This is an optimization exercise on Yosys and OpenROAD, whose aim is small area and a short achievable clock period, not a production implementation.
At most, simulation tests tie the RTL to the original design; equivalence was not proved.
The clock port is modelled as an ideal driver, which makes a skipped or thinned clock tree look cheaper than it is; a real chip needs a root buffer or a tree.
Power figures rest on the tool's default switching activity, not on a simulated workload.

Setup of run a:
==> flow/design.v <==
module FIFO(
	input [7:0] DATA_IN,
	input READ, WRITE, CLEAR_N, RESET_N, CLOCK,
	output reg [7:0] DATA_OUT,
	output reg [4:0] USE_DW,
	output reg F_FULL_N, F_EMPTY_N
);
reg [255:0] sr;       
reg [7:0]   pd;       
reg         pv;       
reg [31:0]  sel;      
reg [31:0]  rd;        
reg [3:0]   rdq;       
reg         rdp;      
wire rst_n = RESET_N & CLEAR_N;
wire rst   = ~rst_n;
wire wa = WRITE & (READ ? F_EMPTY_N : F_FULL_N);
wire rr = READ & F_EMPTY_N;
always @(posedge CLOCK) begin
	pd <= DATA_IN;
	pv <= wa & ~rst;
end
always @(posedge CLOCK)
	if (pv)
		sr <= {sr[247:0], pd};
wire [31:0] sel_r1 = ({32{pv}} & sel) | ({32{~pv}} & {sel[0], sel[31:1]});    
wire [31:0] sel_r0 = ({32{pv}} & {sel[30:0], sel[31]}) | ({32{~pv}} & sel);   
always @(posedge CLOCK)
	sel <= ({32{rst_n}} & (({32{rr}} & sel_r1) | ({32{~rr}} & sel_r0))) | {rst, 31'd0};
reg [31:0] oldest;
integer s, q;
always @* begin
	oldest = 32'd0;
	for (s = 0; s < 32; s = s + 1)
		oldest[8*(s/8) +: 8] = oldest[8*(s/8) +: 8] | ({8{sel[s]}} & sr[8*s +: 8]);
end
always @(posedge CLOCK) begin
	rd <= oldest;
	for (q = 0; q < 4; q = q + 1)
		rdq[q] <= |sel[8*q +: 8];
	rdp <= pv & sel[31];
end
reg [7:0] rdsel;
always @* begin
	rdsel = 8'd0;
	for (q = 0; q < 4; q = q + 1)
		rdsel = rdsel | ({8{rdq[q]}} & rd[8*q +: 8]);
end
always @(posedge CLOCK)
	if (~F_EMPTY_N & WRITE & READ)
		DATA_OUT <= DATA_IN;
	else if (rdp)
		DATA_OUT <= sr[7:0];
	else
		DATA_OUT <= rdsel;
wire inc = WRITE & ~READ & F_FULL_N;
wire dec = READ & ~WRITE & F_EMPTY_N;
always @(posedge CLOCK)
	if (rst) begin
		USE_DW    <= 5'd0;
		F_FULL_N  <= 1'b1;
		F_EMPTY_N <= 1'b0;
	end else if (inc) begin
		USE_DW    <= USE_DW + 5'd1;
		F_FULL_N  <= ~(USE_DW == 5'd31);
		F_EMPTY_N <= 1'b1;
	end else if (dec) begin
		USE_DW    <= USE_DW - 5'd1;
		F_FULL_N  <= 1'b1;
		F_EMPTY_N <= ~(USE_DW == 5'd1 && F_FULL_N);
	end
endmodule
clock: 2.5 ns
lec_check: 0
cap_margin: 20
core_margin: 2
core_utilization: 60
cts_buf_list: sky130_fd_sc_hd__clkbuf_8
cts_cluster_diameter: 60
cts_cluster_size: 18
setup_slack_margin: 1.1
slew_margin: 20
standard.sh (not shown) runs the stock make flow with config.mk's settings and CLKGATE_MAP_FILE= SYNTH_SCRIPT=/design/flow/synth_recipe.tcl, a recipe that flattens the netlist after the stock synthesis.
==> flow/flow/run.sh <==
#!/bin/bash
# Standard ORFS layout, except that the clock tree is built by manual_cts.tcl:
# a two-level inverter tree (one root inverter, one leaf inverter per cluster
# of flip-flops) in place of TritonCTS's buffer tree.
set -euo pipefail
here=$(cd "$(dirname "$0")" && pwd)
export PRE_CTS_TCL="$here/manual_cts.tcl"
export PRE_RESIZE_TCL="$here/max_fanout.tcl"
export BUFFER_PORTS_ARGS="-buffer_cell sky130_fd_sc_hd__buf_2"
bash standard.sh > standard.log 2>&1
Other scripts of this flow, unchanged in this note and not shown: flow/flow/manual_cts.tcl, flow/flow/max_fanout.tcl
The following lists how run b was set up differently from run a:
==> flow/design.v <==
module FIFO(
	input [7:0] DATA_IN,
	input READ, WRITE, CLEAR_N, RESET_N, CLOCK,
	output reg [7:0] DATA_OUT,
	output reg [4:0] USE_DW,
	output reg F_FULL_N, F_EMPTY_N
);
reg [255:0] sr;       
reg [7:0]   pd;       
reg         pv;       
reg [31:0]  sel;      
reg [31:0]  rd;        
reg [3:0]   rdq;       
reg         rdp;      
wire rst_n = RESET_N & CLEAR_N;
wire rst   = ~rst_n;
wire wa = WRITE & (READ ? F_EMPTY_N : F_FULL_N);
wire rr = READ & F_EMPTY_N;
always @(posedge CLOCK) begin
	pd <= DATA_IN;
	pv <= wa & ~rst;
end
always @(posedge CLOCK)
	if (pv)
		sr <= {sr[247:0], pd};
wire [31:0] sel_r1 = ({32{pv}} & sel) | ({32{~pv}} & {sel[0], sel[31:1]});    
wire [31:0] sel_r0 = ({32{pv}} & {sel[30:0], sel[31]}) | ({32{~pv}} & sel);   
always @(posedge CLOCK)
	sel <= ({32{rst_n}} & (({32{rr}} & sel_r1) | ({32{~rr}} & sel_r0))) | {rst, 31'd0};
reg [31:0] oldest;
integer s, q;
always @* begin
	oldest = 32'd0;
	for (s = 0; s < 32; s = s + 1)
		oldest[8*(s/8) +: 8] = oldest[8*(s/8) +: 8] | ({8{sel[s]}} & sr[8*s +: 8]);
end
always @(posedge CLOCK) begin
	rd <= oldest;
	for (q = 0; q < 4; q = q + 1)
		rdq[q] <= |sel[8*q +: 8];
	rdp <= pv & sel[31];
end
reg [7:0] rdsel;
always @* begin
	rdsel = 8'd0;
	for (q = 0; q < 4; q = q + 1)
		rdsel = rdsel | ({8{rdq[q]}} & rd[8*q +: 8]);
end
always @(posedge CLOCK)
	if (~F_EMPTY_N & WRITE & READ)
		DATA_OUT <= DATA_IN;
	else if (rdp)
		DATA_OUT <= sr[7:0];
	else
		DATA_OUT <= rdsel;
reg [3:0] nlo;
reg [7:0] nhi;
function [4:0] enc;
	input [3:0] l;
	input [7:0] h;
	begin
		enc[0] = l[1] | l[3];
		enc[1] = l[2] | l[3];
		enc[2] = h[1] | h[3] | h[5] | h[7];
		enc[3] = h[2] | h[3] | h[6] | h[7];
		enc[4] = h[4] | h[5] | h[6] | h[7];
	end
endfunction
wire inc  = WRITE & ~READ & F_FULL_N;
wire dec  = READ & ~WRITE & F_EMPTY_N;
wire hold = ~inc & ~dec;
wire [3:0] nlo_up = {nlo[2:0], nlo[3]};
wire [7:0] nhi_up = nlo[3] ? {nhi[6:0], nhi[7]} : nhi;
wire [3:0] nlo_dn = {nlo[0], nlo[3:1]};
wire [7:0] nhi_dn = nlo[0] ? {nhi[0], nhi[7:1]} : nhi;
wire [4:0] cnt_up = enc(nlo_up, nhi_up);
wire [4:0] cnt_dn = enc(nlo_dn, nhi_dn);
wire       c31 = nlo[3] & nhi[7];    
wire       c1  = nlo[1] & nhi[0];    
always @(posedge CLOCK) begin
	nlo       <= {3'b000, rst} | ({4{rst_n}} & (({4{inc}} & nlo_up) | ({4{dec}} & nlo_dn) | ({4{hold}} & nlo)));
	nhi       <= {7'b0, rst} | ({8{rst_n}} & (({8{inc}} & nhi_up) | ({8{dec}} & nhi_dn) | ({8{hold}} & nhi)));
	USE_DW    <= {5{rst_n}} & (({5{inc}} & cnt_up) | ({5{dec}} & cnt_dn) | ({5{hold}} & USE_DW));
	F_FULL_N  <= ~(rst_n & ((inc & c31) | (hold & ~F_FULL_N)));
	F_EMPTY_N <= rst_n & ~((dec & c1) | (hold & ~F_EMPTY_N));
end
endmodule
--- outcome ---
- Against run a as the reference, run b delivers a higher global-route track usage on met3.
- Run b against run a: synthesized-area fraction occupied by xor and xnor cells shrank by 0.21 points, internal power summed over all cells went up, maximum frequency fell 3.6%, post-synth net total increased by 8.3% relative to the old numbers, number of antenna violations at the first check in global routing held steady.
- Worst hold slack across all endpoints delta (run a -> run b): insignificant
- Summary of run b over run a: total chip power increased by 330 uW relative to the old numbers; post-layout utilization of the core increased by 0.40 points relative to the old numbers.
- Run b vs run a: first-pass GRT wire length up by a few percent
- Run b against run a: post-route cell area went up about 4.5%, global-route usage now larger.
- Detailed route, run b vs run a: via total higher for run b
- Going from run a to run b, last weighted congestion value of the routability-driven placer shrank by a few percent.
Only the layout flow was run in run b; the RTL was not checked for function there. No run of this note takes its clock network from TritonCTS; it comes from the design's own scripts or RTL.

[afterwards: timing with drivers on the ports]
The results above use ideal ports. As a check the final layouts listed here were re-extracted and re-timed, cells and wires unchanged.
Step 1: set_driving_cell puts a clkbuf_16 on CLOCK and a buf_2 on each other input, an assumption about the parent block.
Step 2 moves the port delays by t, midway between the first and last clock arrival at a register: inputs arrive t later, outputs are due t later. That takes back most of the time a late clock gives input paths.
Slacks: ideal / step 1 / step 2; pairs: ideal / step 1.
run | shift t [ns] | setup slack, ns | worst setup path after step 2 | worst register clock-pin slew, ns | pins driven straight from the clock port
run a | 0.301 | 1.092 / 1.004 / 0.902 | input to register | 0.08 / 0.08 | 3
run b | 0.304 | 1.040 / 1.074 / 0.848 | input to register | 0.09 / 0.09 | 3
After both steps setup and hold are still met in every run listed. The setup slack of run b, which loses most, moves by +0.034 ns with the drivers and by -0.192 ns with both steps.
